==> design/flow/design.v <==
module SME(
  input clk,
  input reset,
  input [7:0] chardata,
  input isstring,
  input ispattern,
  output valid,
  output match,
  output [4:0] match_index
  );
  reg         s_prev, p_prev;  
  reg [255:0] str;             
  reg [4:0]   lm1;             
  reg [4:0]   base;            
  reg [31:0]  m;
  reg         valid_r, match_r;
  reg [4:0]   idx_r;
  wire [31:0] m_n;
  genvar q;
  generate
    for (q = 0; q < 32; q = q + 1) begin : g_slot
      wire in_str = (q <= lm1);
      wire go = (q == 31) ? (~p_prev & in_str) : (p_prev ? m[(q+1)%32] : in_str);
      match9 cmp(.s(str[8*q +: 8]), .c(chardata), .en(go), .y(m_n[q]));
    end
  endgenerate
  reg [4:0] top;
  integer i;
  always @(*) begin
    top = 5'd0;
    for (i = 0; i < 32; i = i + 1)
      if (m[i]) top = i;
  end
  wire any = |m;
  always @(posedge clk) begin
    if (reset) begin
      s_prev <= 1'b0;
      p_prev <= 1'b0;
      valid_r <= 1'b0;
    end else begin
      s_prev <= isstring;
      p_prev <= ispattern;
      valid_r <= p_prev & ~ispattern;
    end
    if (isstring) begin
      str <= {str[247:0], chardata};
      lm1 <= s_prev ? lm1 + 5'd1 : 5'd0;
    end
    if (ispattern)
      base <= p_prev ? base - 5'd1 : lm1;
    m <= m_n;
    match_r <= any;
    idx_r <= any ? base - top : 5'd0;
  end
  assign valid = valid_r;
  assign match = match_r;
  assign match_index = idx_r;
endmodule
module match9(input [7:0] s, input [7:0] c, input en, output y);
  assign y = (s == c) & en;
endmodule
==> design/flow/flow/run.sh <==
#!/bin/bash
set -euo pipefail
export PRE_CTS_TCL="$PWD/flow/cts_pre.tcl"
bash standard.sh SETUP_SLACK_MARGIN=5.7 finish > standard_flow.log 2>&1
==> design/flow/flow/cts_pre.tcl <==
# Sourced by ORFS's cts.tcl before clock_tree_synthesis (PRE_CTS_TCL): build
# the two-level clock tree here and turn that call into setting the clock
# propagated, which is all it would add once the tree exists.
source [file join [file dirname [info script]] two_level_cts.tcl]
two_level_clock_tree sky130_fd_sc_hd__clkbuf_16 sky130_fd_sc_hd__clkbuf_16 4 4
rename clock_tree_synthesis orfs_clock_tree_synthesis
proc clock_tree_synthesis { args } {
  puts "clock_tree_synthesis replaced by the two-level tree from cts_pre.tcl"
  set_propagated_clock [all_clocks]
}
==> design/flow/flow/two_level_cts.tcl <==
# A two-level clock tree in place of clock_tree_synthesis: one root buffer
# drives a leaf buffer per group of nearby flip-flops. Every flip-flop sees
# the same two buffers, so the tree stays balanced; it only has one buffer
# level fewer than the tree CTS builds for this small design.
proc two_level_clock_tree { leaf_master root_master ncols nrows } {
  set db [ord::get_db]
  set block [ord::get_db_block]
  set clk [$block findNet clk]
  set sinks {}
  foreach it [$clk getITerms] {
    set inst [$it getInst]
    set box [$inst getBBox]
    set x [expr {([$box xMin] + [$box xMax]) / 2}]
    set y [expr {([$box yMin] + [$box yMax]) / 2}]
    lappend sinks [list $x $y $it]
  }
  set n [llength $sinks]
  puts "two_level_clock_tree: $n sinks, $ncols x $nrows groups"
  # split into columns by x, then each column into rows by y
  set sinks [lsort -integer -index 0 $sinks]
  set groups {}
  for {set c 0} {$c < $ncols} {incr c} {
    set a [expr {$c * $n / $ncols}]
    set b [expr {($c + 1) * $n / $ncols - 1}]
    set col [lsort -integer -index 1 [lrange $sinks $a $b]]
    set m [llength $col]
    for {set r 0} {$r < $nrows} {incr r} {
      set a2 [expr {$r * $m / $nrows}]
      set b2 [expr {($r + 1) * $m / $nrows - 1}]
      lappend groups [lrange $col $a2 $b2]
    }
  }
  set lm [$db findMaster $leaf_master]
  set rm [$db findMaster $root_master]
  $clk setSigType CLOCK
  set i 0
  foreach g $groups {
    set c [expr {$i / $nrows}]
    if {$i % $nrows == 0} {
      set root($c) [odb::dbInst_create $block $rm clkbuf_root_$c]
      set rnet [odb::dbNet_create $block clknet_root_$c]
      $rnet setSigType CLOCK
      [$root($c) findITerm X] connect $rnet
      [$root($c) findITerm A] connect $clk
      set sx 0; set sy 0
    }
    set gx 0; set gy 0
    foreach s $g { incr gx [lindex $s 0]; incr gy [lindex $s 1] }
    set gx [expr {$gx / [llength $g]}]
    set gy [expr {$gy / [llength $g]}]
    incr sx $gx; incr sy $gy
    set leaf [odb::dbInst_create $block $lm clkbuf_leaf_$i]
    set lnet [odb::dbNet_create $block clknet_leaf_$i]
    $lnet setSigType CLOCK
    foreach s $g {
      set it [lindex $s 2]
      $it disconnect
      $it connect $lnet
    }
    [$leaf findITerm X] connect $lnet
    [$leaf findITerm A] connect $rnet
    $leaf setLocation $gx $gy
    $leaf setPlacementStatus PLACED
    incr i
    if {$i % $nrows == 0} {
      $root($c) setLocation [expr {$sx / $nrows}] [expr {$sy / $nrows}]
      $root($c) setPlacementStatus PLACED
    }
  }
  puts "two_level_clock_tree: [llength $groups] leaf buffers"
}
==> design/flow/standard.sh <==
#!/bin/bash
# synth_recipe.tcl (not shown) runs the flow's synth.tcl, then flattens the netlist and writes it again
# the make line also repeats each setting of config.mk as NAME=value (left out here)
make -C /OpenROAD-flow-scripts/flow DESIGN_CONFIG=/design/flow/config.mk WORK_HOME=/design/flow/orfs CLKGATE_MAP_FILE= SYNTH_SCRIPT=/design/flow/synth_recipe.tcl "${@:-finish}"
==> design/flow/config.mk <==
export PLATFORM = sky130hd
export DESIGN_NAME = SME
export DESIGN_NICKNAME = SME
export VERILOG_FILES = /design/flow/design.v
export SDC_FILE = /design/flow/constraint.sdc
export NUM_CORES = 4
export LEC_CHECK = 0
export CAP_MARGIN = 20
export CORE_MARGIN = 2
export CORE_UTILIZATION = 40
export SLEW_MARGIN = 20
export SYNTH_HIERARCHICAL = 1
export SYNTH_MINIMUM_KEEP_SIZE = 0
==> design/flow/constraint.sdc <==
create_clock -name core_clock -period 8.0 [get_ports {clk}]
set_input_delay 1.6000 -clock core_clock [delete_from_list [all_inputs] [get_ports {clk}]]
set_output_delay 1.6000 -clock core_clock [all_outputs]
set_load 0.01 [all_outputs]
==> results of run 1 <==
==> final timing paths <==
kind	startpoint	end	slack, ns	depth (start not counted)
worst max-delay path	m[16]	idx_r[4]	5.60	10
worst min-delay path	str[19]	str[27]	0.46	0
worst min register to register	str[19]	str[27]	0.46	0
worst max register to register	m[16]	idx_r[4]	5.60	10
==> where the power goes <==
part / internal, uW / switching (uW) / total (uW)
clock network: 448 / 465 / 913
logic: 143 / 155 / 299
registers: 1830 / 61.9 / 1890
total: 2420 / 682 / 3110
==> cell type report <==
class | count | area (sq um)
inverter | 18 | 67.6
multi-input combinational | 587 | 4410
timing repair buffer | 43 | 639
buffer | 20 | 500
sequential | 307 | 8820
tap | 442 | 553
fill | 2932 | 17500
==> worst max-delay path: cells and delay by family (launching register included) <==
| kind | cells | cell delay, ns |
|---|---|---|
| fa+ha+maj | 2 | 0.45 |
| xor+xnor | 1 | 0.14 |
| mux | 1 | 0.19 |
| compound gates | 4 | 0.66 |
| flops | 1 | 0.37 |
| simple gates | 2 | 0.53 |
==> per-module statistics from Yosys (local to each module, per instance) <==
module	copies in the design	cells	area [sq um]	flops+latches
match9	32	12	95.1	0
SME	1	543	10200	307
==> layout by cell type, fill, tap and decap left out, types with 2 or more instances in the layout <==
cell type and n:
buf_2 5, dfxtp_1 36, buf_16 7, edfxtp_1 266, clkbuf_8 2, a211oi_1 4
a221oi_2 2, nand2b_1 4, nor2_2 3, a21oi_1 22, clkbuf_16 24, o21ai_1 2
buf_12 4, o31ai_1 6, a31oi_1 3, mux2i_1 2, buf_4 12, xnor2_2 3
xnor2_1 257, buf_6 5, nand2_1 59, nor2b_1 11, o21ai_0 23, or4_4 3
nor3_1 10, and2_1 5, nand3_1 33, ha_1 8, o21a_1 4, nor4_1 6
or3_1 4, clkdlybuf4s50_1 2, nand4_1 33, nor2_1 18, nor4_2 2, xor2_1 3
or4_1 2, nor3_2 33, inv_1 17, dfxtp_2 4
==> repair_timing <==
action	CTS	global route
cloned	6	4
pin swaps	7	8
gates resized for setup	72	23
buffers inserted	2	10
setup endpoints to repair	266	26
==> through the flow <==
step	setup slack, ns	instance area, sq um	total power (uW)	util [%]	cells
finish	5.60	15000	3110	46.1	1417
global route	5.50	15000	3230	46.1	1417
CTS	5.53	14700	3120	45.2	1403
detailed placement	4.60	13900	2200	42.8	1375
global placement	4.63	13900	2190	42.8	1375
floorplan	5.77	13200	2080	-	927
==> cell usage after synthesis, types with 4 or more instances <==
master and number:
edfxtp_1 266, xnor2_1 260, nand2_1 59, dfxtp_1 41
nand3_1 33, nand4_1 33, nor3_2 33, o21ai_0 26
a21oi_1 23, nor2_1 18, inv_1 17, clkbuf_1 11
nor2b_1 11, nor3_1 10, ha_1 9, nor4_1 8
o31ai_1 6, and2_1 5, nand2b_1 5, or3_1 5
a211oi_1 4, a31oi_1 4, buf_1 4, o21a_1 4
==> state kept, by name (all words and copies together) (netlist names) <==
| register | count |
|---|---|
| lm1 | 5 |
| match_r | 1 |
| s_prev | 1 |
| str | 256 |
| idx_r | 5 |
| valid_r | 1 |
| base | 5 |
| p_prev | 1 |
| m | 32 |
==> metal layers <==
| layer | share of wire (%) | wire [um] |
|---|---|---|
| met1 | 46 | 12200 |
| met5 | 0 | 0 |
| met2 | 49 | 12900 |
| met3 | 3.4 | 905 |
| met4 | 2.0 | 521 |
==> cells by family (layout without fill, tap and decap cells) <==
logic type                 Yosys count  count (layout)  share of synthesized area [%]
xor gates and xnor gates           263             263                           17.4
DFF                                307             307                           66.5
AOI/OAI and AO/OA                   77              77                           3.47
buffers and inverters               33              81                          0.935
and+or+nand+nor                    234             234                           10.4
adders and majority gates           10              10                           1.00
muxes                                3               3                          0.236
==> impl_metrics.ini, run 1 <==
[status]
status = no timing/DRC/antenna violations

[clock_tree]
cts.hold.buffers_added = 0
clkSlewWorstSetupHoldPaths_ns = 0.08
clock_latency_ns = 0.31

[cells_and_area]
fin_nets = 999
n_antenna_cell = 0
synthToLayoutAreaGrowth_pct = 13.2
drive_gt1_share_pct = 12.7

[detailed_routing]
drtPass1Iterations = 5
wl_mm = 26.5
drt_iter0_markers = 497
vias = 7143
ant_nets = 0
drc = 0
wl_per_cell_um = 18.7
viasPerCell = 5.04

[global_routing]
grt_overflow = 0
grt_pass1_vias = 6938
grt_max_degree = 65
antenna_found_initial = 0
use_met1_pct = 21.5
gr-usage-met2_pct = 25.4
use_met3_pct = 0.724
track_usage_pct = 14.9
grt.busiest_layer = met2
grt_pass1_wl_mm = 40.5

[timing]
tns_ns = 0
slew_headroom_pct = 32.3
min_period_ns = 2.40
drv_slew = 0
hold_viol_final = 0
grt_setup_unrepaired = true
tightest_slew_ns = 1.01
hold_slack_ns = 0.461
fmax_mhz = 417
finalCritPeriodShare_pct = 30.0
setup_viol = 0
clock_skew_ns = 0.0154

[worst_setup_path]
end_kind = flip-flop
slowest_stage = or3_4
cp.arrival_ns = 2.65
crit_top_cell = a221oi_2
worstSetupPathType = reg -> reg
max_stage_delay_ns = 0.40
critPathLaunchType = flip-flop
path_cells = or3_4 > a221oi_2 > o21ai_2 > a221oi_2 > ha_2 > fa_2 > nand2b_4 > a21oi_4 > xnor2_2 > mux2i_1
cp_max_fo = 5
critPathRequiredTime_ns = 8.25

[logic_synthesis]
yosysSeqAreaShare_pct = 66.5
synth_top_area_cell = edfxtp_1
avgSynthCellArea_sq_um = 14.3
synthArstFlopShare_pct = 0
synth_area_leaders = edfxtp_1 (60%), xnor2_1 (17%), dfxtp_1 (6.2%)
synth_edf_count = 266
syn_area_sq_um = 13200
synthCells = 927
synth_nets = 949
synth_top_cell_area_share_pct = 60.3
ys.flop_type = edfxtp_1
yosysWarnings = 7
synth.distinct_cells = 44
ys_ff_latch = 307

[power_and_ir_drop]
power_leakage_uw = 0.00468
peakVddDrop_mv = 0.149
p_per_area_nw_per_um2 = 207

[run]
max_cap_viol_count = 0

[placement]
hpwl_mm = 15.3
gp_congestion = 0.828
io_buffers = 18

[floorplanning]
ios = 19
die_height_um = 186
design.die.area_sq_um = 34600
fp-row-count = 66
start_util_pct = 40.7
coreArea_sq_um = 32500
dieWidth_um = 186

[hold_path]
hold_class = reg -> reg
==> run 2: changes to the inputs <==
==> design/flow/flow/run.sh (replaced) <==
#!/bin/bash
set -euo pipefail
export PRE_CTS_TCL="$PWD/flow/cts_pre.tcl"
bash standard.sh SETUP_SLACK_MARGIN=5.8 finish > standard_flow.log 2>&1
==> run 2 against run 1 <==
Against the previous run: first-iteration DRC count grew 3.8%; largest power group unchanged; combinational power grew 7.7%; largest cell class unchanged; synthesized cell count is the same; die area is the same; still clean on timing, DRC and antenna; worst setup slack is essentially flat; via count grew 0.88%; register-to-register slack is essentially flat; core utilization grew 1.2 points; maximum frequency is essentially flat.
==> impl_metrics.ini, run 2 <==
[logic_synthesis]
synth_common_cells = edfxtp_1 (266), xnor2_1 (260), nand2_1 (59), dfxtp_1 (41)
synth_nets = 949
synth_top_cell_area_share_pct = 60.3
synth_edf_count = 266
yosysWarnings = 7
avgSynthCellArea_sq_um = 14.3
synth_area_leaders = edfxtp_1 (60%), xnor2_1 (17%), dfxtp_1 (6.2%)
synth_most_common_cell = edfxtp_1
synth_top_area_cell = edfxtp_1
synthCells = 927
ys_ff_latch = 307
synthArstFlopShare_pct = 0
synth.distinct_cells = 44
ys.flop_type = edfxtp_1
yosysSeqAreaShare_pct = 66.5
syn_area_sq_um = 13200

[hold_path]
hold_class = reg -> reg

[power_and_ir_drop]
peakVddDrop_mv = 0.146
power_leakage_uw = 0.00490
p_int_uw = 2440
finalPower_uw = 3140
clkPwrFrac_pct = 29.3
p_per_area_nw_per_um2 = 204
power_frac_seq_pct = 60.4
combPwrFrac_pct = 10.3
switching_share_pct = 22.2
p_switching_uw = 697

[detailed_routing]
drc = 0
ant_nets = 0
drtPass1Iterations = 4
wl_mm = 27.1
vias = 7206
viasPerCell = 5.06
wl_per_cell_um = 19.0
drt_iter0_markers = 516

[timing]
tightest_slew_ns = 1.03
hold_slack_ns = 0.465
grt_setup_unrepaired = true
finalCritPeriodShare_pct = 30.0
drv_slew = 0
slew_headroom_pct = 31.1
fmax_mhz = 417
hold_viol_final = 0
clock_skew_ns = 0.0129
setup_viol = 0
min_period_ns = 2.40
tns_ns = 0

[clock_tree]
clock_latency_ns = 0.31
clkSlewWorstSetupHoldPaths_ns = 0.08

[run]
max_cap_viol_count = 0

[placement]
hpwl_mm = 15.3
gp_congestion = 0.820
io_buffers = 18

[worst_setup_path]
critPathRequiredTime_ns = 8.24
cp_max_fo = 2
end_kind = flip-flop
cp.arrival_ns = 2.65
r2r_slack_ns = 5.60
critPathLaunchType = flip-flop
worstSetupPathType = reg -> reg

[floorplanning]
start_util_pct = 40.7
coreArea_sq_um = 32500
design.die.area_sq_um = 34600
ios = 19
dieWidth_um = 186
die_height_um = 186
fp-row-count = 66

[global_routing]
grt_pass1_vias = 7142
grt_max_degree = 65
grt_overflow = 0
grt_pass1_wl_mm = 41.5
track_usage_pct = 15.5
antenna_found_initial = 0

[cells_and_area]
reg_top3 = str x256, m x32
drive_gt1_share_pct = 16.0
mostFrequentLayoutCell = edfxtp_1
mostFrequentLayoutCells = edfxtp_1 (266), xnor2_1 (234), nand2_1 (59), dfxtp_1 (38)
largest_register_ffs = 256
n_antenna_cell = 0
num-fill-cells = 2879
regMostFlops = str
fin_nets = 1007
synthToLayoutAreaGrowth_pct = 16.1

[status]
status = no timing/DRC/antenna violations
-- run 2: cell type report --
class	instances	area, sq um	area share [%]
plain buffers	20	500	3.25
inverters	18	67.6	0.439
multi-input cells	587	4640	30.2
flip-flops and latches	307	8810	57.3
well taps	442	553	3.60
repair buffers	51	797	5.18
-- run 2: worst max-delay path, stage by stage (launching register included) --
cell and delay [ns]:
dfxtp_4 0.36, or3_4 0.39, a221oi_4 0.21, o21ai_2 0.12, a221oi_2 0.28, ha_2 0.25, fa_2 0.20, nand2b_4 0.12
a21oi_2 0.05, xnor2_1 0.16, mux2i_1 0.18
-- run 2: power by group through the flow --
| stage | combinational (uW) | clock, uW | sequential [uW] |
|---|---|---|---|
| detailed placement | 264 | 0 | 1930 |
| global route | 353 | 996 | 1910 |
| finish | 322 | 920 | 1900 |
| CTS | 305 | 946 | 1900 |
| floorplan | 174 | 0 | 1910 |
| global placement | 263 | 0 | 1930 |
-- run 2: routing by layer --
layer,vias to the layer above,share of wire (%),track usage (%)
met5,-,0,0
met4,0,1.9,2.90
met3,28,2.7,0.822
met2,128,48,25.9
met1,3600,47,22.6
li1,3450,-,-
-- run 2: modules after synthesis, one instance, submodules excluded --
module,cell area (sq um),copies in the design
SME,10200,1
match9,95.1,32
-- run 2: cell families after synthesis --
kind of cell | share of synthesized area [%]
xor+xnor | 17.4
flops | 66.5
fa+ha+maj | 1.00
compound gates | 3.47
mux | 0.236
simple gates | 10.4
buf+inv | 0.935
-- run 2: repair_timing --
action                                  4_1_cts  5_1_grt
buffers inserted                              4       13
endpoints found under the setup margin      317       42
gates cloned                                 10        2
hold endpoints to repair                      0        0
hold buffers                                  0        0
resized for setup                           102       36
pin swaps                                    18       29
-- run 2: stage by stage --
step	worst slack, ns	cells	cell area (sq um)	utilization [%]
6_report	5.60	1425	15400	47.3
5_1_grt	5.50	1425	15400	47.3
4_1_cts	5.52	1410	15000	46.1
3_5_place_dp	4.38	1376	13900	42.8
3_3_place_gp	4.41	1376	13900	42.8
2_1_floorplan	5.81	927	13200	-
-- run 2: final timing paths --
kind	from	end	cells after the start
worst max-delay path	m[16]	idx_r[4]	10
worst min-delay path	str[17]	str[25]	0
worst max register to register	m[16]	idx_r[4]	10
worst min register to register	str[17]	str[25]	0
==> run 3: changes to the inputs <==
==> design/flow/flow/run.sh (replaced) <==
#!/bin/bash
set -euo pipefail
export PRE_CTS_TCL="$PWD/flow/cts_pre.tcl"
bash standard.sh SETUP_SLACK_MARGIN=5.6 finish > standard_flow.log 2>&1
==> run 3 against run 2 <==
Against the previous run: synthesized cell count unchanged; clock skew increased by 0.0031 ns; register-to-register slack about the same; cell area decreased by 4.9%; flip-flop and latch count unchanged; via count decreased by 2.8%; first-iteration DRC count decreased by 9.5%; total power decreased by 1.9%; core utilization decreased by 2.3 points; still clean.
==> impl_metrics.ini, run 3 <==
[status]
status = no timing/DRC/antenna violations

[worst_setup_path]
slowest_stage = or3_4
worstSetupPathType = reg -> reg
critPathRequiredTime_ns = 8.25
cp.arrival_ns = 2.65
path_cells = or3_4 > a221oi_2 > o21ai_2 > a221oi_2 > ha_2 > fa_2 > nand2b_4 > a21oi_4 > xnor2_2 > mux2i_1
end_kind = flip-flop
crit_top_cell = a221oi_2
cp_max_fo = 5
critPathLaunchType = flip-flop
max_stage_delay_ns = 0.40

[logic_synthesis]
synth_common_cells = edfxtp_1 (266), xnor2_1 (260), nand2_1 (59), dfxtp_1 (41)
yosysSeqAreaShare_pct = 66.5
synth_edf_count = 266
synthArstFlopShare_pct = 0
ys_ff_latch = 307
avgSynthCellArea_sq_um = 14.3
synthCells = 927
yosysWarnings = 7
synth_top_area_cell = edfxtp_1
synth_most_common_cell = edfxtp_1
synth_area_leaders = edfxtp_1 (60%), xnor2_1 (17%), dfxtp_1 (6.2%)
synth_top_cell_area_share_pct = 60.3
synth.distinct_cells = 44
syn_area_sq_um = 13200
ys.flop_type = edfxtp_1
synth_nets = 949

[cells_and_area]
mostFrequentLayoutCells = edfxtp_1 (266), xnor2_1 (259), nand2_1 (59), dfxtp_1 (38)
fin_cells = 1399
largest_register_ffs = 256
reg_top3 = str x256, m x32
n_antenna_cell = 0
regMostFlops = str
synthToLayoutAreaGrowth_pct = 10.4
drive_gt1_share_pct = 10.7
num-fill-cells = 2967
fin_nets = 981
mostFrequentLayoutCell = edfxtp_1

[global_routing]
grt_pass1_vias = 6934
grt_overflow = 0
grt_max_degree = 79
antenna_found_initial = 0
track_usage_pct = 14.6
grt_pass1_wl_mm = 39.9

[clock_tree]
clock_latency_ns = 0.31
clkSlewWorstSetupHoldPaths_ns = 0.08

[power_and_ir_drop]
clkPwrFrac_pct = 29.6
p_int_uw = 2410
power_leakage_uw = 0.00449
switching_share_pct = 21.8
power_frac_seq_pct = 61.6
combPwrFrac_pct = 8.8
peakVddDrop_mv = 0.156
p_per_area_nw_per_um2 = 211
p_switching_uw = 672

[timing]
setup_viol = 0
drv_slew = 0
clock_skew_ns = 0.0160
hold_slack_ns = 0.463
tightest_slew_ns = 1.01
fmax_mhz = 416
hold_viol_final = 0
slew_headroom_pct = 32.7
tns_ns = 0
finalCritPeriodShare_pct = 30.0
min_period_ns = 2.40
grt_setup_unrepaired = true

[floorplanning]
coreArea_sq_um = 32500
die_height_um = 186
dieWidth_um = 186
fp-row-count = 66
start_util_pct = 40.7
ios = 19
design.die.area_sq_um = 34600

[detailed_routing]
ant_nets = 0
wl_per_cell_um = 17.7
vias = 7007
viasPerCell = 5.01
drtPass1Iterations = 4
drc = 0
drt_iter0_markers = 467
wl_mm = 24.7

[placement]
hpwl_mm = 15.3
io_buffers = 18
gp_congestion = 0.828
dp_cells = 1375

[hold_path]
hold_class = reg -> reg

[run]
max_cap_viol_count = 0
-- run 3: per-stage QoR --
stage	area [sq um]	util (%)	power (uW)	setup WS, ns
3_5_place_dp	13900	42.8	2200	4.60
3_3_place_gp	13900	42.8	2190	4.63
6_report	14600	44.9	3080	5.60
5_1_grt	14600	44.9	3200	5.49
4_1_cts	14600	44.8	3110	5.53
2_1_floorplan	13200	-	2080	5.77
-- run 3: cells by family (layout without fill, tap and decap cells) --
logic type	Yosys count	count (layout)	share of synthesized area (%)
and+or+nand+nor	234	234	10.4
adders and majority gates	10	10	1.00
xor gates and xnor gates	263	263	17.4
DFF	307	307	66.5
buffers and inverters	33	63	0.935
muxes	3	3	0.236
AOI/OAI and AO/OA	77	77	3.47
-- run 3: power groups by stage --
| stage | logic, uW | clock network [uW] | registers [uW] |
|---|---|---|---|
| floorplan | 174 | 0 | 1910 |
| global placement | 263 | 0 | 1930 |
| detailed placement | 265 | 0 | 1930 |
| CTS | 274 | 943 | 1900 |
| global route | 303 | 990 | 1910 |
| finish | 271 | 912 | 1900 |
-- run 3: critical path, delay by kind of cell (launching register included) --
kind | cells | cell delay [ns]
adder cells (fa/ha/maj) | 2 | 0.45
flip-flops | 1 | 0.37
AO/OA/AOI/OAI | 4 | 0.65
AND/OR/NAND/NOR | 2 | 0.53
multiplexers | 1 | 0.19
XOR/XNOR | 1 | 0.14
-- run 3: metal layers --
layer,share of wire [%],up-vias,global-route usage (%),routed length (um)
li1,-,3392,-,-
met2,48,88,24.7,11900
met3,3.1,28,1.13,754
met4,2.2,0,2.68,537
met1,46,3499,20.8,11500
met5,0,-,0,0
-- run 3: path summary, 6_finish.rpt --
kind,from,to,slack [ns],depth (start not counted)
worst max-delay path,m[16],idx_r[4],5.60,10
worst min-delay path,str[19],str[27],0.46,0
worst max register to register,m[16],idx_r[4],5.60,10
worst min register to register,str[19],str[27],0.46,0
-- run 3: cell type report --
cell class | count | area (sq um) | area share (%)
Inverter | 18 | 67.6 | 0.462
Sequential cell | 307 | 8810 | 60.3
Buffer | 20 | 500 | 3.42
Tap cell | 442 | 553 | 3.78
Timing Repair Buffer | 25 | 298 | 2.04
Multi-Input combinational cell | 587 | 4390 | 30.0
-- run 3: Yosys stat by module, one instance, submodules excluded --
module,area (sq um),flip-flops and latches,cells
match9,95.1,0,12
SME,10200,307,543
-- run 3: repair_timing --
item / CTS / global route
pin swaps: 5 / 5
gates cloned: 2 / 0
hold buffers: 0 / 0
endpoints found under the setup margin: 205 / 27
resized for setup: 56 / 14
hold endpoints to repair: 0 / 0
setup buffers: 2 / 0
==> run 4: changes to the inputs <==
==> design/flow/flow/cts_pre.tcl (replaced) <==
# Sourced by ORFS's cts.tcl before clock_tree_synthesis (PRE_CTS_TCL): build
# the two-level clock tree here and turn that call into setting the clock
# propagated, which is all it would add once the tree exists.
source [file join [file dirname [info script]] two_level_cts.tcl]
two_level_clock_tree sky130_fd_sc_hd__clkbuf_8 sky130_fd_sc_hd__clkbuf_16 4 4
rename clock_tree_synthesis orfs_clock_tree_synthesis
proc clock_tree_synthesis { args } {
  puts "clock_tree_synthesis replaced by the two-level tree from cts_pre.tcl"
  set_propagated_clock [all_clocks]
}
==> run 4 against run 3 <==
Against the previous run: still clean; global-route usage is 0.068 points lower; via count is 0.61% lower; die area is the same; register-to-register slack is essentially flat; sequential share of layout area up 0.57 points; worst hold slack gained 0.0010 ns; wire length is essentially flat; flip-flop and latch count unchanged; total power down 6.2%; first-iteration DRC count is 1.5% higher; critical path type unchanged.
==> impl_metrics.ini, run 4 <==
[power_and_ir_drop]
clkPwrFrac_pct = 25.0
power_frac_seq_pct = 65.6
p_int_uw = 2230
finalPower_uw = 2890
p_per_area_nw_per_um2 = 199
p_switching_uw = 655
power_leakage_uw = 0.00443
combPwrFrac_pct = 9.4
switching_share_pct = 22.7
peakVddDrop_mv = 0.132

[status]
status = no timing/DRC/antenna violations

[clock_tree]
clkSlewWorstSetupHoldPaths_ns = 0.12
clock_latency_ns = 0.32

[logic_synthesis]
synth.distinct_cells = 44
syn_area_sq_um = 13200
synth_area_leaders = edfxtp_1 (60%), xnor2_1 (17%), dfxtp_1 (6.2%)
yosysSeqAreaShare_pct = 66.5
synth_edf_count = 266
synth_common_cells = edfxtp_1 (266), xnor2_1 (260), nand2_1 (59), dfxtp_1 (41)
ys.flop_type = edfxtp_1
avgSynthCellArea_sq_um = 14.3
synth_top_cell_area_share_pct = 60.3
synthArstFlopShare_pct = 0
synth_most_common_cell = edfxtp_1
ys_ff_latch = 307
synthCells = 927
synth_nets = 949
synth_top_area_cell = edfxtp_1
yosysWarnings = 7

[timing]
drv_slew = 0
tightest_slew_ns = 1.01
hold_viol_final = 0
finalCritPeriodShare_pct = 29.9
setup_viol = 0
clock_skew_ns = 0.0180
min_period_ns = 2.39
slew_headroom_pct = 32.4
fin_ws_ns = 5.61
tns_ns = 0
fmax_mhz = 418
grt_setup_unrepaired = true

[floorplanning]
die_height_um = 186
ios = 19
start_util_pct = 40.7
coreArea_sq_um = 32500
dieWidth_um = 186
fp-row-count = 66
design.die.area_sq_um = 34600

[detailed_routing]
ant_nets = 0
viasPerCell = 4.97
wl_per_cell_um = 17.6
drtPass1Iterations = 4
vias = 6964
drt_iter0_markers = 474
wl_mm = 24.7
drc = 0

[placement]
place_area_sq_um = 13900
pre_cts_ws_ns = 4.60
gp_congestion = 0.828
hpwl_mm = 15.3
io_buffers = 18

[hold_path]
hold_class = reg -> reg

[worst_setup_path]
max_stage_delay_ns = 0.40
slowest_stage = or3_4
worstSetupPathType = reg -> reg
cp.arrival_ns = 2.66
path_cells = or3_4 > a221oi_2 > o21ai_2 > a221oi_2 > ha_2 > fa_2 > nand2b_4 > a21oi_4 > xnor2_2 > mux2i_1
cp_max_fo = 4
critPathRequiredTime_ns = 8.27
critPathLaunchType = flip-flop
crit_top_cell = a221oi_2
end_kind = flip-flop

[global_routing]
grt_overflow = 0
grt_pass1_wl_mm = 39.8
grt_max_degree = 79
track_usage_pct = 14.5
grt_pass1_vias = 6920
antenna_found_initial = 0

[cells_and_area]
mostFrequentLayoutCell = edfxtp_1
reg_top3 = str x256, m x32
synthToLayoutAreaGrowth_pct = 9.39
drive_gt1_share_pct = 11.1
fin_nets = 984
n_antenna_cell = 0
regMostFlops = str
fin_area_sq_um = 14500
mostFrequentLayoutCells = edfxtp_1 (266), xnor2_1 (259), nand2_1 (59), dfxtp_1 (36)
largest_register_ffs = 256

[run]
max_cap_viol_count = 0
-- run 4: cell counts after synthesis --
No cell type changed its count.
-- run 4: per-stage QoR --
stage / std cells / hold WS, ns / utilization [%]
floorplan: 927 / 0.449 / -
global placement: 1375 / 0.450 / 42.8
detailed placement: 1375 / 0.456 / 42.8
CTS: 1399 / 0.470 / 44.2
global route: 1402 / 0.489 / 44.5
finish: 1402 / 0.464 / 44.5
-- run 4: final cells by class --
type,count,area [sq um]
Fill cell,2980,18000
Buffer,20,320
Tap cell,442,553
Multi-Input combinational cell,587,4400
Inverter,18,67.6
Sequential cell,307,8820
Timing Repair Buffer,28,333
-- run 4: path summary, 6_finish.rpt --
| check | start | endpoint | slack, ns | cells past startpoint |
|---|---|---|---|---|
| worst min register to register | str[19] | str[27] | 0.46 | 0 |
| worst max-delay path | m[16] | idx_r[4] | 5.61 | 10 |
| worst max register to register | m[16] | idx_r[4] | 5.61 | 10 |
| worst min-delay path | str[19] | str[27] | 0.46 | 0 |
-- run 4: per-layer routing --
layer / global-route usage (%) / part of all wire, % / up-vias
li1: - / - / 3396
met1: 20.9 / 48 / 3432
met2: 24.6 / 48 / 109
met3: 0.646 / 2.6 / 27
met4: 2.68 / 2.1 / 0
met5: 0 / 0 / -
-- run 4: power by group through the flow --
| stage | Clock (uW) | Sequential (uW) | Combinational, uW |
|---|---|---|---|
| finish | 721 | 1900 | 273 |
| global route | 789 | 1910 | 304 |
| CTS | 745 | 1900 | 273 |
| detailed placement | 0 | 1930 | 265 |
| global placement | 0 | 1930 | 263 |
| floorplan | 0 | 1910 | 174 |
-- run 4: kinds of logic (layout without fill, tap and decap cells) --
group                      Yosys count  in the layout  share of synthesized area (%)
AOI/OAI and AO/OA                   77             77                           3.47
buffers and inverters               33             66                          0.935
and+or+nand+nor                    234            234                           10.4
muxes                                3              3                          0.236
xor gates and xnor gates           263            263                           17.4
adders and majority gates           10             10                           1.00
DFF                                307            307                           66.5
-- run 4: worst max-delay path: cells and delay by family, from the launching register on --
kind / cells / cell delay, ns
compound gates: 4 / 0.66
xor+xnor: 1 / 0.14
fa+ha+maj: 2 / 0.45
flops: 1 / 0.37
mux: 1 / 0.19
simple gates: 2 / 0.53
-- run 4: modules after synthesis (local to each module, per instance) --
module | flip-flops and latches | area [sq um] | copies in the design | cells
SME | 307 | 10200 | 1 | 543
match9 | 0 | 95.1 | 32 | 12
-- run 4: timing repair --
item | CTS | global route
cloned | 2 | 0
pin swaps | 5 | 6
resized for setup | 55 | 21
hold buffers | 0 | 0
buffers inserted | 2 | 3
setup endpoints to repair | 204 | 30
==> run 5: changes to the inputs <==
--- a/design/flow/design.v
+++ b/design/flow/design.v
@@ -11,7 +11,7 @@
   reg         s_prev, p_prev;  
   reg [255:0] str;             
   reg [4:0]   lm1;             
-  reg [4:0]   base;            
+  reg [4:0]   base1;           
   reg [31:0]  m;
   reg         valid_r, match_r;
   reg [4:0]   idx_r;
@@ -32,6 +32,16 @@
       if (m[i]) top = i;
   end
   wire any = |m;
+  wire [4:0] nt = ~top;
+  wire [4:0] g = base1 & nt;
+  wire [4:0] p = base1 ^ nt;
+  wire [4:0] c;
+  assign c[0] = 1'b0;
+  assign c[1] = g[0];
+  assign c[2] = g[1] | (p[1] & g[0]);
+  assign c[3] = g[2] | (p[2] & g[1]) | (p[2] & p[1] & g[0]);
+  assign c[4] = g[3] | (p[3] & g[2]) | (p[3] & p[2] & g[1]) | (p[3] & p[2] & p[1] & g[0]);
+  wire [4:0] idx_n = p ^ c;
   always @(posedge clk) begin
     if (reset) begin
       s_prev <= 1'b0;
@@ -47,10 +57,10 @@
       lm1 <= s_prev ? lm1 + 5'd1 : 5'd0;
     end
     if (ispattern)
-      base <= p_prev ? base - 5'd1 : lm1;
+      base1 <= p_prev ? base1 - 5'd1 : lm1 + 5'd1;
     m <= m_n;
     match_r <= any;
-    idx_r <= any ? base - top : 5'd0;
+    idx_r <= any ? idx_n : 5'd0;
   end
   assign valid = valid_r;
   assign match = match_r;
==> design/flow/flow/cts_pre.tcl (replaced) <==
# Sourced by ORFS's cts.tcl before clock_tree_synthesis (PRE_CTS_TCL): build
# the two-level clock tree here and turn that call into setting the clock
# propagated, which is all it would add once the tree exists.
source [file join [file dirname [info script]] two_level_cts.tcl]
two_level_clock_tree sky130_fd_sc_hd__clkbuf_16 sky130_fd_sc_hd__clkbuf_16 4 4
rename clock_tree_synthesis orfs_clock_tree_synthesis
proc clock_tree_synthesis { args } {
  puts "clock_tree_synthesis replaced by the two-level tree from cts_pre.tcl"
  set_propagated_clock [all_clocks]
}
==> run 5 against run 4 <==
Against the previous run: worst setup slack better by 0.054 ns; register-to-register slack better by 0.05 ns; via count down 0.24%; first-iteration DRC count rose by 30%; synthesized cell count shrank 0.22%; clock skew fell by 0.0060 ns; worst hold slack better by 0.0048 ns; combinational power is 2% higher; highest routed layer unchanged; clock power increased by 27%; total power rose by 6.8%; die area about the same; cell count fell by 0.21%.
==> impl_metrics.ini, run 5 <==
[detailed_routing]
ant_nets = 0
drt_iter0_markers = 616
wl_mm = 24.5
drc = 0
vias = 6947
viasPerCell = 4.97
wl_per_cell_um = 17.5
drtPass1Iterations = 6

[worst_setup_path]
rr_worst_depth = 8
cp.arrival_ns = 0.74
max_stage_delay_ns = 0.30
path_cells = buf_2
cp_max_fo = 1
r2r-start = m[20]
crit_buf_inv = 1
r2r_slack_ns = 5.66
slowest_stage = dfxtp_1
end_kind = primary output
critPathLaunchType = flip-flop
cpLargestDelayFamily = flip-flops
reg2reg_to = idx_r[4]
worstSetupPathType = reg -> out
critPathRequiredTime_ns = 6.40

[floorplanning]
die_height_um = 186
start_util_pct = 40.7
dieWidth_um = 186
coreArea_sq_um = 32500
fp-row-count = 66
ios = 19
design.die.area_sq_um = 34600

[timing]
fin_ws_ns = 5.66
tns_ns = 0
hold_viol_final = 0
slew_headroom_pct = 49.1
drv_slew = 0
setup_viol = 0
finalCritPeriodShare_pct = 29.2
clock_skew_ns = 0.0120
tightest_slew_ns = 0.764
fmax_mhz = 427
grt_setup_unrepaired = true
min_period_ns = 2.34

[global_routing]
grt_max_degree = 78
grt_overflow = 0
track_usage_pct = 14.6
antenna_found_initial = 0
grt_pass1_vias = 7066
grt_pass1_wl_mm = 40.0

[logic_synthesis]
ys.flop_type = edfxtp_1
synth_top_area_cell = edfxtp_1
synth_common_cells = edfxtp_1 (266), xnor2_1 (261), nand2_1 (62), dfxtp_1 (41), nand4_1 (37)
yosysSeqAreaShare_pct = 66.5
synth_most_common_cell = edfxtp_1
synth_top_cell_area_share_pct = 60.3
synth_area_leaders = edfxtp_1 (60%), xnor2_1 (17%), dfxtp_1 (6.2%)
yosysWarnings = 7
ys_ff_latch = 307
synth_edf_count = 266
synth.distinct_cells = 49
synthCells = 925
avgSynthCellArea_sq_um = 14.3
synth_nets = 947
synthArstFlopShare_pct = 0
syn_area_sq_um = 13200

[power_and_ir_drop]
p_per_area_nw_per_um2 = 211
p_switching_uw = 676
switching_share_pct = 21.9
power_frac_seq_pct = 61.3
power_leakage_uw = 0.00453
p_int_uw = 2410
peakVddDrop_mv = 0.143
clkPwrFrac_pct = 29.7
combPwrFrac_pct = 9.0

[cells_and_area]
largest_register_ffs = 256
regMostFlops = str
synthToLayoutAreaGrowth_pct = 10.4
n_antenna_cell = 0
mostFrequentLayoutCells = edfxtp_1 (266), xnor2_1 (261), nand2_1 (62), nand4_1 (37), dfxtp_1 (35)
reg_top3 = str x256, m x32
mostFrequentLayoutCell = edfxtp_1
drive_gt1_share_pct = 11.2
num-fill-cells = 2935
fin_nets = 981

[hold_path]
holdPathStages = 0
hold_class = reg -> reg
whs_endpoint = str[30]
hold_start = str[22]

[placement]
io_buffers = 18
gp_congestion = 0.739
pre_cts_ws_ns = 4.59
hpwl_mm = 15.2

[clock_tree]
clock_latency_ns = 0.31
clkSlewWorstSetupHoldPaths_ns = 0.08
cts.hold.buffers_added = 0

[run]
max_cap_viol_count = 0

[status]
status = no timing/DRC/antenna violations
run 5: power by group through the flow:
| stage | Sequential, uW | Clock (uW) | Combinational [uW] |
|---|---|---|---|
| 3_3_place_gp | 1930 | 0 | 271 |
| 4_1_cts | 1890 | 945 | 283 |
| 5_1_grt | 1900 | 995 | 311 |
| 2_1_floorplan | 1910 | 0 | 178 |
| 6_report | 1890 | 915 | 279 |
| 3_5_place_dp | 1930 | 0 | 275 |
run 5: kinds of logic after synthesis:
logic type | share of synthesized area, %
XOR/XNOR | 17.5
AO/OA/AOI/OAI | 3.52
adder cells (fa/ha/maj) | 0.945
AND/OR/NAND/NOR | 10.4
buffers and inverters | 0.765
multiplexers | 0.302
flip-flops | 66.5
run 5: final cells by class:
type | count | area [sq um] | area share [%]
multi-input combinational | 591 | 4410 | 30.2
buffer | 20 | 500 | 3.42
inverter | 13 | 48.8 | 0.334
sequential | 307 | 8820 | 60.3
tap | 442 | 553 | 3.78
timing repair buffer | 26 | 294 | 2.01
run 5: how the worst max path moves through the flow:
stage / slack, ns / from / cells after the start / to
finish: 5.66 / idx_r[2] / 1 / match_index[2]
global route: 5.53 / m[4] / 9 / idx_r[4]
CTS: 5.60 / m[29] / 8 / idx_r[4]
detailed placement: 4.59 / isstring / 2 / str[180]
global placement: 4.63 / isstring / 2 / str[160]
floorplan: 5.77 / m[24] / 8 / idx_r[4]
run 5: per-layer routing:
layer  global-route usage [%]  part of all wire (%)  vias to the layer above
met5                        0                     0                        -
met4                     2.52                   2.1                        0
met3                    0.567                   2.2                       27
met2                     25.0                    49                       88
met1                     21.0                    47                     3437
li1                         -                     -                     3395
run 5: Yosys stat by module (local to each module, per instance):
module	flops+latches	cells	times used	cell area, sq um
SME	307	541	1	10200
match9	0	12	32	95.1
run 5: per-stage QoR:
stage / power (uW) / cells / hold slack, ns / util (%) / area, sq um
2_1_floorplan: 2090 / 925 / 0.449 / - / 13200
3_3_place_gp: 2200 / 1374 / 0.449 / 42.8 / 13900
3_5_place_dp: 2200 / 1374 / 0.456 / 42.8 / 13900
4_1_cts: 3120 / 1399 / 0.472 / 44.8 / 14600
5_1_grt: 3210 / 1399 / 0.480 / 45.0 / 14600
6_report: 3090 / 1399 / 0.469 / 45.0 / 14600
run 5: timing repair:
action                                  4_1_cts  5_1_grt
buffers inserted                              3        0
gates cloned                                  2        0
pin swaps                                     9        4
resized for setup                            56       12
hold endpoints to repair                      0        0
endpoints found under the setup margin      202       28
Testbench counts of run 5, summed over its fixed seeds: cycles 4,687.
==> run 6: changes to the inputs <==
==> design/flow/flow/cts_pre.tcl (replaced) <==
# Sourced by ORFS's cts.tcl before clock_tree_synthesis (PRE_CTS_TCL): build
# the two-level clock tree here and turn that call into setting the clock
# propagated, which is all it would add once the tree exists.
source [file join [file dirname [info script]] two_level_cts.tcl]
two_level_clock_tree sky130_fd_sc_hd__clkbuf_8 sky130_fd_sc_hd__clkbuf_16 4 5
rename clock_tree_synthesis orfs_clock_tree_synthesis
proc clock_tree_synthesis { args } {
  puts "clock_tree_synthesis replaced by the two-level tree from cts_pre.tcl"
  set_propagated_clock [all_clocks]
}
--- a/design/flow/config.mk
+++ b/design/flow/config.mk
@@ -11,3 +11,4 @@
 export SLEW_MARGIN = 20
 export SYNTH_HIERARCHICAL = 1
 export SYNTH_MINIMUM_KEEP_SIZE = 0
+export TNS_END_PERCENT = 5
==> run 6 against run 5 <==
Against the previous run: still clean on timing, DRC and antenna; worst hold slack worse by 0.0082 ns; via count up 0.83%; clock power down 16%; core utilization down 0.48 points; total power down 4.9%; critical endpoint is now match_index[3]; largest cell class unchanged; largest power group unchanged.
==> impl_metrics.ini, run 6 <==
[power_and_ir_drop]
p_int_uw = 2280
combPwrFrac_pct = 9.4
switching_share_pct = 22.4
p_per_area_nw_per_um2 = 203
power_leakage_uw = 0.00446
power_frac_seq_pct = 64.5
p_switching_uw = 657
peakVddDrop_mv = 0.146
finalPower_uw = 2930
clkPwrFrac_pct = 26.1

[cells_and_area]
drive_gt1_share_pct = 10.6
largest_register_ffs = 256
fin_cells = 1403
n_antenna_cell = 0
regMostFlops = str
synthToLayoutAreaGrowth_pct = 9.26
fin_nets = 985
reg_top3 = str x256, m x32
mostFrequentLayoutCells = edfxtp_1 (266), xnor2_1 (261), nand2_1 (62), nand4_1 (37), dfxtp_1 (35)
mostFrequentLayoutCell = edfxtp_1

[worst_setup_path]
cpLargestDelayFamily = flip-flops
max_stage_delay_ns = 0.31
crit_buf_inv = 1
path_cells = dlygate4sd2_1
r2r_slack_ns = 5.65
critPathRequiredTime_ns = 6.40
critPathLaunchType = flip-flop
cp_max_fo = 1
end_kind = primary output
cp.arrival_ns = 0.89
slowest_stage = dfxtp_1
worstSetupPathType = reg -> out

[floorplanning]
design.die.area_sq_um = 34600
ios = 19
fp-row-count = 66
coreArea_sq_um = 32500
dieWidth_um = 186
die_height_um = 186
start_util_pct = 40.7

[logic_synthesis]
synth_top_area_cell = edfxtp_1
yosysSeqAreaShare_pct = 66.5
synth-compound-area-share_pct = 3.52
synth_edf_count = 266
synth_nets = 947
synth_most_common_cell = edfxtp_1
synth_top_family_by_area = XOR/XNOR gates
synth-simple-area-share_pct = 10.4
synth.distinct_cells = 49
ys.flop_type = edfxtp_1
synth_common_cells = edfxtp_1 (266), xnor2_1 (261), nand2_1 (62), dfxtp_1 (41), nand4_1 (37)
yosysWarnings = 7
avgSynthCellArea_sq_um = 14.3
synthArstFlopShare_pct = 0
synth-adder-area-share_pct = 0.945
synth_xor_area_share_pct = 17.5
syn_area_sq_um = 13200
synthCells = 925
muxShareOfSynthArea_pct = 0.302
synth_top_cell_area_share_pct = 60.3
synth_area_leaders = edfxtp_1 (60%), xnor2_1 (17%), dfxtp_1 (6.2%)
ys_ff_latch = 307

[detailed_routing]
drt_iter0_markers = 545
vias = 7005
viasPerCell = 4.99
drc = 0
wl_per_cell_um = 17.5
ant_nets = 0
drtPass1Iterations = 4
wl_mm = 24.5

[hold_path]
hold_class = reg -> reg

[run]
max_cap_viol_count = 0

[placement]
hpwl_mm = 15.2
io_buffers = 18
gp_congestion = 0.739
dp_cells = 1374

[global_routing]
grt_max_degree = 78
track_usage_pct = 14.6
grt_pass1_wl_mm = 39.9
grt_overflow = 0
antenna_found_initial = 0
grt_pass1_vias = 7072

[timing]
hold_viol_final = 0
setup_viol = 0
tns_ns = 0
fmax_mhz = 402
clock_skew_ns = 0.0180
grt_setup_unrepaired = true
drv_slew = 0
slew_headroom_pct = 50.7
finalCritPeriodShare_pct = 31.1
tightest_slew_ns = 0.740
min_period_ns = 2.49

[status]
status = no timing/DRC/antenna violations

[clock_tree]
clkSlewWorstSetupHoldPaths_ns = 0.10
clock_latency_ns = 0.31
cts.hold.buffers_added = 0
-- run 6: final cells by class --
type / instances / area (sq um)
Buffer: 24 / 375
Fill cell: 2966 / 18100
Inverter: 13 / 48.8
Multi-Input combinational cell: 591 / 4380
Sequential cell: 307 / 8820
Tap cell: 442 / 553
Timing Repair Buffer: 26 / 295
-- run 6: modules after synthesis, one instance, submodules excluded --
module  copies in the design  cells  cell area, sq um
match9                    32     12              95.1
SME                        1    541             10200
-- run 6: power by group through the flow --
stage | sequential [uW] | combinational [uW] | clock, uW
after floorplan | 1910 | 178 | 0
after global placement | 1930 | 271 | 0
after detailed placement | 1930 | 275 | 0
after CTS | 1890 | 281 | 796
after global routing | 1900 | 309 | 845
final | 1890 | 277 | 766
-- run 6: path summary, 6_finish.rpt --
| kind | startpoint | endpoint | cells after the start |
|---|---|---|---|
| worst max-delay path | idx_r[3] | match_index[3] | 1 |
| worst min-delay path | str[89] | str[97] | 0 |
| worst max register to register | m[4] | idx_r[4] | 9 |
| worst min register to register | str[89] | str[97] | 0 |
-- run 6: metrics by stage --
step / worst slack, ns / area [sq um] / hold slack [ns] / utilization [%]
finish: 5.51 / 14500 / 0.461 / 44.5
global route: 5.48 / 14500 / 0.469 / 44.5
CTS: 5.47 / 14400 / 0.465 / 44.3
detailed placement: 4.59 / 13900 / 0.456 / 42.8
global placement: 4.63 / 13900 / 0.449 / 42.8
floorplan: 5.77 / 13200 / 0.449 / -
-- run 6: timing repair --
action / CTS / global route
endpoints found under the setup margin: 202 / 41
buffers inserted: 0 / 3
gates cloned: 2 / 0
gates resized for setup: 22 / 19
pin swaps: 2 / 6
-- run 6: metal layers --
metal  track usage [%]  vias to the layer above  share of wire, %
met3             0.626                       35               2.0
met4              2.77                        0               2.2
li1                  -                     3399                 -
met2              24.9                       79                48
met1              20.8                     3492                48
met5                 0                        -                 0
-- run 6: kinds of logic (layout without fill, tap and decap cells) --
logic type | count (synthesis) | in the layout
AOI/OAI and AO/OA | 77 | 77
DFF | 307 | 307
muxes | 4 | 4
xor gates and xnor gates | 265 | 265
adders and majority gates | 10 | 10
and+or+nand+nor | 235 | 235
buffers and inverters | 27 | 63
==> run 7: changes to the inputs <==
==> design/flow/config.mk (replaced) <==
export PLATFORM = sky130hd
export DESIGN_NAME = SME
export DESIGN_NICKNAME = SME
export VERILOG_FILES = /design/flow/design.v
export SDC_FILE = /design/flow/constraint.sdc
export NUM_CORES = 4
export LEC_CHECK = 0
export CAP_MARGIN = 10
export CORE_MARGIN = 2
export CORE_UTILIZATION = 40
export SLEW_MARGIN = 10
export SYNTH_HIERARCHICAL = 1
export SYNTH_MINIMUM_KEEP_SIZE = 0
==> run 7 against run 6 <==
Against the previous run: critical path type is now reg -> reg; critical path depth rose by 7; sequential power about the same; critical endpoint is now idx_r[4]; worst hold slack is essentially flat; worst setup slack better by 0.14 ns; clock skew barely moved; clock power is essentially flat; still clean.
==> impl_metrics.ini, run 7 <==
[hold_path]
holdPathStages = 0
hold_class = reg -> reg

[worst_setup_path]
r2r_slack_ns = 5.65
worstSetupPathType = reg -> reg
startpoint = m[23]
max_stage_delay_ns = 0.60
crit_top_cell = o21bai_1
critPathLaunchType = flip-flop
cp.arrival_ns = 2.60
cp_max_fo = 4
end_kind = flip-flop
path_cells = or4_4 > o21bai_1 > a31oi_1 > ha_1 > o21ai_1 > o21bai_1 > xnor2_1 > mux2i_1
reg2reg_to = idx_r[4]
r2r-start = m[23]
cp-endpoint = idx_r[4]
slowest_stage = or4_4
rr_worst_depth = 8
critPathRequiredTime_ns = 8.25

[logic_synthesis]
syn_area_sq_um = 13200
synth_top_cell_area_share_pct = 60.3
synth_top_area_cell = edfxtp_1
synth.distinct_cells = 49
yosysWarnings = 7
synth_nets = 947
synth_most_common_cell = edfxtp_1
synthArstFlopShare_pct = 0
yosysSeqAreaShare_pct = 66.5
avgSynthCellArea_sq_um = 14.3
synth_edf_count = 266
synthCells = 925
synth_common_cells = edfxtp_1 (266), xnor2_1 (261), nand2_1 (62), dfxtp_1 (41), nand4_1 (37)
ys.flop_type = edfxtp_1
ys_ff_latch = 307
synth_area_leaders = edfxtp_1 (60%), xnor2_1 (17%), dfxtp_1 (6.2%)

[power_and_ir_drop]
power_frac_seq_pct = 64.5
combPwrFrac_pct = 9.5
switching_share_pct = 22.3
p_int_uw = 2280
p_switching_uw = 656
clkPwrFrac_pct = 26.0
power_leakage_uw = 0.00448
peakVddDrop_mv = 0.148
p_per_area_nw_per_um2 = 202

[global_routing]
track_usage_pct = 14.6
grt_overflow = 0
grt_pass1_vias = 7101
grt_max_degree = 78
grt_pass1_wl_mm = 39.9
antenna_found_initial = 0

[placement]
gp_congestion = 0.739
pre_cts_ws_ns = 4.59
place_area_sq_um = 13900
hpwl_mm = 15.2
io_buffers = 18

[cells_and_area]
reg_top3 = str x256, m x32
drive_gt1_share_pct = 11.7
num-fill-cells = 2962
synthToLayoutAreaGrowth_pct = 9.53
fin_area_sq_um = 14500
mostFrequentLayoutCells = edfxtp_1 (266), xnor2_1 (261), nand2_1 (62), nand4_1 (37), dfxtp_1 (34)
fin_nets = 985
mostFrequentLayoutCell = edfxtp_1
regMostFlops = str
largest_register_ffs = 256
n_antenna_cell = 0

[detailed_routing]
wl_per_cell_um = 17.4
viasPerCell = 4.98
drtPass1Iterations = 4
drt_iter0_markers = 603
wl_mm = 24.5
ant_nets = 0
vias = 6981
drc = 0

[clock_tree]
clkSlewWorstSetupHoldPaths_ns = 0.10
cts.hold.buffers_added = 0
clock_latency_ns = 0.31

[floorplanning]
coreArea_sq_um = 32500
ios = 19
dieWidth_um = 186
design.die.area_sq_um = 34600
start_util_pct = 40.7
fp-row-count = 66
die_height_um = 186

[timing]
fmax_mhz = 426
grt_setup_unrepaired = true
hold_viol_final = 0
tns_ns = 0
clock_skew_ns = 0.0182
tightest_slew_ns = 0.758
fin_ws_ns = 5.65
drv_slew = 0
slew_headroom_pct = 49.5
min_period_ns = 2.35
finalCritPeriodShare_pct = 29.3
setup_viol = 0

[run]
max_cap_viol_count = 0

[status]
status = no timing/DRC/antenna violations
run 7: changes by cell type in the layout (fill, tap and decap cells not counted), sizes merged:
cell	change
buf	+7
clkdlybuf4s15	-4
dlygate4sd2	-2
clkbuf	-1
run 7: final cells by class:
cell class | count | area [sq um] | share of cell area, %
Buffer | 24 | 375 | 2.59
Inverter | 13 | 48.8 | 0.336
Multi-Input combinational cell | 591 | 4410 | 30.4
Sequential cell | 307 | 8820 | 60.8
Tap cell | 442 | 553 | 3.81
Timing Repair Buffer | 26 | 294 | 2.03
run 7: power by group through the flow:
| stage | combinational (uW) | clock, uW | sequential [uW] |
|---|---|---|---|
| 3_5_place_dp | 275 | 0 | 1930 |
| 4_1_cts | 283 | 796 | 1890 |
| 5_1_grt | 311 | 845 | 1900 |
| 6_report | 279 | 764 | 1890 |
| 3_3_place_gp | 271 | 0 | 1930 |
| 2_1_floorplan | 178 | 0 | 1910 |
run 7: kinds of logic (layout without fill, tap and decap cells):
logic type	after synthesis	count (layout)	synth area share, %
fa+ha+maj	10	10	0.945
simple gates	235	235	10.4
xor+xnor	265	265	17.5
buf+inv	27	63	0.765
flops	307	307	66.5
mux	4	4	0.302
compound gates	77	77	3.52
run 7: worst max-delay path, delay by kind of cell (launching register included):
kind                       cells  cell delay [ns]
xor gates and xnor gates       1             0.20
DFF                            1             0.37
AOI/OAI and AO/OA              4             0.65
adders and majority gates      1             0.28
and+or+nand+nor                1             0.60
muxes                          1             0.20
run 7: what timing repair did:
| action | 4_1_cts | 5_1_grt |
|---|---|---|
| buffers inserted | 3 | 0 |
| gates cloned | 2 | 0 |
| resized for setup | 57 | 13 |
| setup endpoints to repair | 202 | 25 |
| pin swaps | 9 | 5 |
| hold endpoints to repair | 0 | 0 |
run 7: per-module statistics from Yosys, one instance, submodules excluded:
module  cell area, sq um  flops+latches
SME                10200            307
match9              95.1              0
run 7: worst min-delay path by stage:
stage	end	startpoint
2_1_floorplan	str[100]	str[92]
3_3_place_gp	str[134]	str[126]
3_5_place_dp	str[30]	str[22]
4_1_cts	str[30]	str[22]
5_1_grt	str[97]	str[89]
6_report	str[97]	str[89]
run 7: per-stage QoR:
stage          total power [uW]  hold WS [ns]  utilization (%)  cells
5_1_grt                    3060         0.469             44.6   1403
6_report                   2930         0.461             44.6   1403
2_1_floorplan              2090         0.449                -    925
3_5_place_dp               2200         0.456             42.8   1374
4_1_cts                    2970         0.465             44.4   1403
3_3_place_gp               2200         0.449             42.8   1374
run 7: routing by layer:
| layer | track usage [%] | up-vias | share of wire [%] |
|---|---|---|---|
| li1 | - | 3398 | - |
| met1 | 20.9 | 3450 | 47 |
| met2 | 24.9 | 96 | 48 |
| met3 | 0.626 | 37 | 2.4 |
| met4 | 2.90 | 0 | 2.3 |
| met5 | 0 | - | 0 |
==> run 8: changes to the inputs <==
==> design/flow/flow/run.sh (replaced) <==
#!/bin/bash
set -euo pipefail
export PRE_CTS_TCL="$PWD/flow/cts_pre.tcl"
bash standard.sh SETUP_SLACK_MARGIN=5.55 finish > standard_flow.log 2>&1
==> design/flow/config.mk (replaced) <==
export PLATFORM = sky130hd
export DESIGN_NAME = SME
export DESIGN_NICKNAME = SME
export VERILOG_FILES = /design/flow/design.v
export SDC_FILE = /design/flow/constraint.sdc
export NUM_CORES = 4
export LEC_CHECK = 0
export CAP_MARGIN = 20
export CORE_MARGIN = 2
export CORE_UTILIZATION = 40
export SLEW_MARGIN = 20
export SYNTH_HIERARCHICAL = 1
export SYNTH_MINIMUM_KEEP_SIZE = 0
==> run 8 against run 7 <==
Against the previous run: synthesized area unchanged; cell area down 0.16%; maximum frequency fell by 0.17%; core utilization decreased by 0.073 points; clock power about the same; critical path depth unchanged; global-route usage did not move; first-iteration DRC count shrank 7.1%; sequential share of layout area rose by 0.065 points; synthesized cell count stayed put.
==> impl_metrics.ini, run 8 <==
[status]
status = no timing/DRC/antenna violations

[worst_setup_path]
end_kind = flip-flop
max_stage_delay_ns = 0.58
crit_buf_inv = 0
path_cells = or4_4 > o21bai_1 > a31oi_1 > ha_1 > o21ai_1 > o21bai_1 > xnor2_1 > mux2i_1
cpLargestDelayFamily = compound AO/OA/AOI/OAI gates
worstSetupPathType = reg -> reg
cp.arrival_ns = 2.60
slowest_stage = or4_4
crit_top_cell = o21bai_1
cp_max_fo = 4
critPathRequiredTime_ns = 8.25
critPathLaunchType = flip-flop
r2r_slack_ns = 5.65

[floorplanning]
dieWidth_um = 186
start_util_pct = 40.7
die_height_um = 186
ios = 19
design.die.area_sq_um = 34600
fp-row-count = 66
coreArea_sq_um = 32500

[logic_synthesis]
synth-simple-area-share_pct = 10.4
synthArstFlopShare_pct = 0
synth-adder-area-share_pct = 0.945
synth_nets = 947
synth_top_cell_area_share_pct = 60.3
synth_top_area_cell = edfxtp_1
synthCells = 925
synth_area_leaders = edfxtp_1 (60%), xnor2_1 (17%), dfxtp_1 (6.2%)
ys_ff_latch = 307
synth_most_common_cell = edfxtp_1
yosysWarnings = 7
synth_xor_area_share_pct = 17.5
synth_edf_count = 266
avgSynthCellArea_sq_um = 14.3
synth.distinct_cells = 49
synth_top_family_by_area = XOR/XNOR gates
synth-compound-area-share_pct = 3.52
syn_area_sq_um = 13200
ys.flop_type = edfxtp_1
muxShareOfSynthArea_pct = 0.302
synth_common_cells = edfxtp_1 (266), xnor2_1 (261), nand2_1 (62), dfxtp_1 (41), nand4_1 (37)
yosysSeqAreaShare_pct = 66.5

[timing]
drv_slew = 0
grt_setup_unrepaired = true
tns_ns = 0
slew_headroom_pct = 50.3
clock_skew_ns = 0.0179
min_period_ns = 2.35
setup_viol = 0
tightest_slew_ns = 0.746
finalCritPeriodShare_pct = 29.4
fmax_mhz = 425
hold_viol_final = 0

[power_and_ir_drop]
power_frac_seq_pct = 64.5
p_switching_uw = 657
switching_share_pct = 22.4
p_per_area_nw_per_um2 = 203
power_leakage_uw = 0.00447
combPwrFrac_pct = 9.5
finalPower_uw = 2940
p_int_uw = 2280
peakVddDrop_mv = 0.148
clkPwrFrac_pct = 26.1

[global_routing]
grt_pass1_wl_mm = 40.0
grt_pass1_vias = 7089
grt_overflow = 0
antenna_found_initial = 0
track_usage_pct = 14.6
grt_max_degree = 78

[detailed_routing]
viasPerCell = 5.00
drt_iter0_markers = 560
drtPass1Iterations = 5
ant_nets = 0
wl_per_cell_um = 17.5
vias = 7015
wl_mm = 24.5
drc = 0

[cells_and_area]
mostFrequentLayoutCells = edfxtp_1 (266), xnor2_1 (261), nand2_1 (62), nand4_1 (37), dfxtp_1 (34)
reg_top3 = str x256, m x32
n_antenna_cell = 0
fin_nets = 985
synthToLayoutAreaGrowth_pct = 9.35
num-fill-cells = 2966
largest_register_ffs = 256
regMostFlops = str
mostFrequentLayoutCell = edfxtp_1
drive_gt1_share_pct = 11.4

[placement]
hpwl_mm = 15.2
io_buffers = 18
gp_congestion = 0.739

[run]
max_cap_viol_count = 0

[clock_tree]
clkSlewWorstSetupHoldPaths_ns = 0.10
clock_latency_ns = 0.31

[hold_path]
hold_class = reg -> reg
## run 8: cell count changes in the layout (fill, tap and decap cells not counted)
cell,delta
nor4_4,-1
nor3_1,+1
nor3_2,-1
a211oi_1,+1
a211oi_2,-1
nor4_2,+1
dfxtp_4,-2
dfxtp_2,+2
## run 8: path summary, 6_finish.rpt
kind / cells past startpoint / end / start
hold reg to reg: 0 / str[97] / str[89]
setup reg to reg: 8 / idx_r[4] / m[20]
setup / recovery: 8 / idx_r[4] / m[20]
hold / removal: 0 / str[97] / str[89]
## run 8: cell families after synthesis
logic type               after synthesis
AO/OA/AOI/OAI                         77
XOR/XNOR                             265
multiplexers                           4
adder cells (fa/ha/maj)               10
buffers and inverters                 27
AND/OR/NAND/NOR                      235
flip-flops                           307
## run 8: modules after synthesis, one instance, submodules excluded
module	times used	flip-flops and latches	cell area [sq um]	cells inside
SME	1	307	10200	541
match9	32	0	95.1	12
## run 8: worst reg2reg max path, stage by stage (launching register included)
cell      delay (ns)
dfxtp_2         0.37
or4_4           0.58
o21bai_1        0.19
a31oi_1         0.23
ha_1            0.28
o21ai_1         0.14
o21bai_1        0.09
xnor2_1         0.20
mux2i_1         0.20
## run 8: layout make-up
type	instances	area [sq um]	share of cell area (%)
Tap cell	442	553	3.82
Timing Repair Buffer	26	294	2.03
Sequential cell	307	8820	60.9
Inverter	13	48.8	0.337
Multi-Input combinational cell	591	4390	30.3
Buffer	24	375	2.59
## run 8: per-stage QoR
step	hold WS, ns	cells	setup slack, ns	util [%]	cell area, sq um
2_1_floorplan	0.449	925	5.77	-	13200
3_3_place_gp	0.449	1374	4.63	42.8	13900
3_5_place_dp	0.456	1374	4.59	42.8	13900
4_1_cts	0.465	1403	5.55	44.3	14400
5_1_grt	0.469	1403	5.52	44.5	14500
6_report	0.461	1403	5.65	44.5	14500
## run 8: metal layers
metal / routed length, um / global-route usage (%)
met1: 11600 / 20.9
met3: 527 / 0.626
met5: 0 / 0
met2: 11800 / 24.9
met4: 575 / 2.90
## run 8: power groups by stage
stage	clock network (uW)	registers, uW	logic (uW)
floorplan	0	1910	178
finish	765	1890	278
CTS	796	1890	282
global placement	0	1930	271
global route	845	1900	311
detailed placement	0	1930	275
## run 8: repair_timing
item                       in CTS  in global routing
resized for setup              50                 15
setup buffers                   3                  0
hold buffers                    0                  0
gates cloned                    2                  0
pin swaps                       6                  4
setup endpoints to repair     201                 26
==> run 9: changes to the inputs <==
==> design/flow/flow/run.sh (replaced) <==
#!/bin/bash
set -euo pipefail
export PRE_CTS_TCL="$PWD/flow/cts_pre.tcl"
bash standard.sh SETUP_SLACK_MARGIN=5.65 finish > standard_flow.log 2>&1
==> run 9 against run 8 <==
Against the previous run: register-to-register slack barely moved; first-iteration DRC count fell by 9.1%; maximum frequency rose by 0.17%; synthesized area did not move; critical endpoint is now match_index[2]; largest power group unchanged.
==> impl_metrics.ini, run 9 <==
[status]
status = no timing/DRC/antenna violations

[worst_setup_path]
end_kind = primary output
crit_buf_inv = 1
crit_cells = 1
critPathLaunchType = flip-flop
critPathRequiredTime_ns = 6.40
cp_max_fo = 1
r2r-start = m[21]
max_stage_delay_ns = 0.32
rr_worst_depth = 8
slowest_stage = dfxtp_1
r2r_slack_ns = 5.65
cp.arrival_ns = 0.75
worstSetupPathType = reg -> out
cp-endpoint = match_index[2]
cpLargestDelayFamily = flip-flops
startpoint = idx_r[2]
reg2reg_to = idx_r[4]
path_cells = buf_2

[timing]
fmax_mhz = 426
grt_setup_unrepaired = true
setup_viol = 0
tns_ns = 0
clock_skew_ns = 0.0189
slew_headroom_pct = 49.7
tightest_slew_ns = 0.754
finalCritPeriodShare_pct = 29.3
hold_viol_final = 0
drv_slew = 0
min_period_ns = 2.35

[floorplanning]
design.die.area_sq_um = 34600
start_util_pct = 40.7
coreArea_sq_um = 32500
dieWidth_um = 186
ios = 19
die_height_um = 186
fp-row-count = 66

[power_and_ir_drop]
power_leakage_uw = 0.00450
clkPwrFrac_pct = 26.1
power_frac_seq_pct = 64.3
switching_share_pct = 22.5
p_int_uw = 2280
combPwrFrac_pct = 9.5
peakVddDrop_mv = 0.146
p_switching_uw = 661
p_per_area_nw_per_um2 = 202

[logic_synthesis]
synth_nets = 947
yosysSeqAreaShare_pct = 66.5
avgSynthCellArea_sq_um = 14.3
synth-compound-area-share_pct = 3.52
synth_area_leaders = edfxtp_1 (60%), xnor2_1 (17%), dfxtp_1 (6.2%)
syn_area_sq_um = 13200
muxShareOfSynthArea_pct = 0.302
synth_most_common_cell = edfxtp_1
synth_top_area_cell = edfxtp_1
synth_xor_area_share_pct = 17.5
synth_top_family_by_area = XOR/XNOR gates
synth_common_cells = edfxtp_1 (266), xnor2_1 (261), nand2_1 (62), dfxtp_1 (41), nand4_1 (37)
synthArstFlopShare_pct = 0
ys_ff_latch = 307
synthCells = 925
synth-adder-area-share_pct = 0.945
synth_top_cell_area_share_pct = 60.3
ys.flop_type = edfxtp_1
synth_edf_count = 266
synth.distinct_cells = 49
synth-simple-area-share_pct = 10.4
yosysWarnings = 7

[cells_and_area]
num-fill-cells = 2956
n_antenna_cell = 0
mostFrequentLayoutCell = edfxtp_1
reg_top3 = str x256, m x32
regMostFlops = str
drive_gt1_share_pct = 11.9
largest_register_ffs = 256
synthToLayoutAreaGrowth_pct = 9.84
mostFrequentLayoutCells = edfxtp_1 (266), xnor2_1 (261), nand2_1 (62), nand4_1 (37)
fin_nets = 987
final_core_util_pct = 44.7

[global_routing]
grt_overflow = 0
track_usage_pct = 14.6
grt_pass1_vias = 7110
grt_max_degree = 78
grt_pass1_wl_mm = 40.0
antenna_found_initial = 0

[clock_tree]
clkSlewWorstSetupHoldPaths_ns = 0.10
clock_latency_ns = 0.31

[detailed_routing]
drc = 0
vias = 7022
ant_nets = 0
wl_met3_um = 471
wl_per_cell_um = 17.6
drt_iter0_markers = 509
wl_met2_mm = 11.9
wl_mm = 24.7
wl_met1_mm = 11.8
highest-signal-layer = met4
drtPass1Iterations = 5
viasPerCell = 5.00

[run]
max_cap_viol_count = 0

[hold_path]
hold_class = reg -> reg
hold_start = str[89]

[placement]
gp_congestion = 0.739
io_buffers = 18
hpwl_mm = 15.2
-- run 9: through the flow --
step	power, uW	worst slack (ns)	std cells	hold slack [ns]	area, sq um
2_1_floorplan	2090	5.77	925	0.449	13200
3_3_place_gp	2200	4.63	1374	0.449	13900
3_5_place_dp	2200	4.59	1374	0.456	13900
4_1_cts	2970	5.63	1404	0.465	14500
5_1_grt	3060	5.53	1405	0.469	14500
6_report	2940	5.65	1405	0.458	14500
-- run 9: cells by family after synthesis --
family | after synthesis
buf+inv | 27
flops | 307
simple gates | 235
fa+ha+maj | 10
mux | 4
compound gates | 77
xor+xnor | 265
-- run 9: final cells by class --
type | instances | area, sq um | share of cell area (%)
Tap cell | 442 | 553 | 3.80
Multi-Input combinational cell | 591 | 4410 | 30.3
Sequential cell | 307 | 8820 | 60.7
Timing Repair Buffer | 28 | 333 | 2.29
Inverter | 13 | 48.8 | 0.335
Buffer | 24 | 375 | 2.58
-- run 9: routing by layer --
| metal | track usage, % | vias to the layer above |
|---|---|---|
| met5 | 0 | - |
| met2 | 25.0 | 88 |
| met1 | 20.9 | 3495 |
| met3 | 0.646 | 37 |
| li1 | - | 3402 |
| met4 | 2.90 | 0 |
-- run 9: what timing repair did --
item                                    CTS  global route
gates resized for setup                  63            10
pin swaps                                11             4
endpoints found under the setup margin  202            75
hold buffers                              0             0
setup buffers                             4             0
cloned                                    2             1
-- run 9: power by group through the flow --
stage | Combinational (uW) | Sequential (uW) | Clock, uW
final | 281 | 1890 | 769
after global routing | 313 | 1900 | 845
after CTS | 284 | 1890 | 796
after detailed placement | 275 | 1930 | 0
after global placement | 271 | 1930 | 0
after floorplan | 178 | 1910 | 0
-- run 9: how the worst min path moves through the flow --
stage	to	depth (start not counted)	slack, ns
global placement	str[134]	0	0.45
CTS	str[30]	0	0.47
detailed placement	str[30]	0	0.46
finish	str[97]	0	0.46
floorplan	str[100]	0	0.45
global route	str[97]	0	0.47
-- run 9: per-module statistics from Yosys (local to each module, per instance) --
module,flip-flops and latches,copies in the design
match9,0,32
SME,307,1
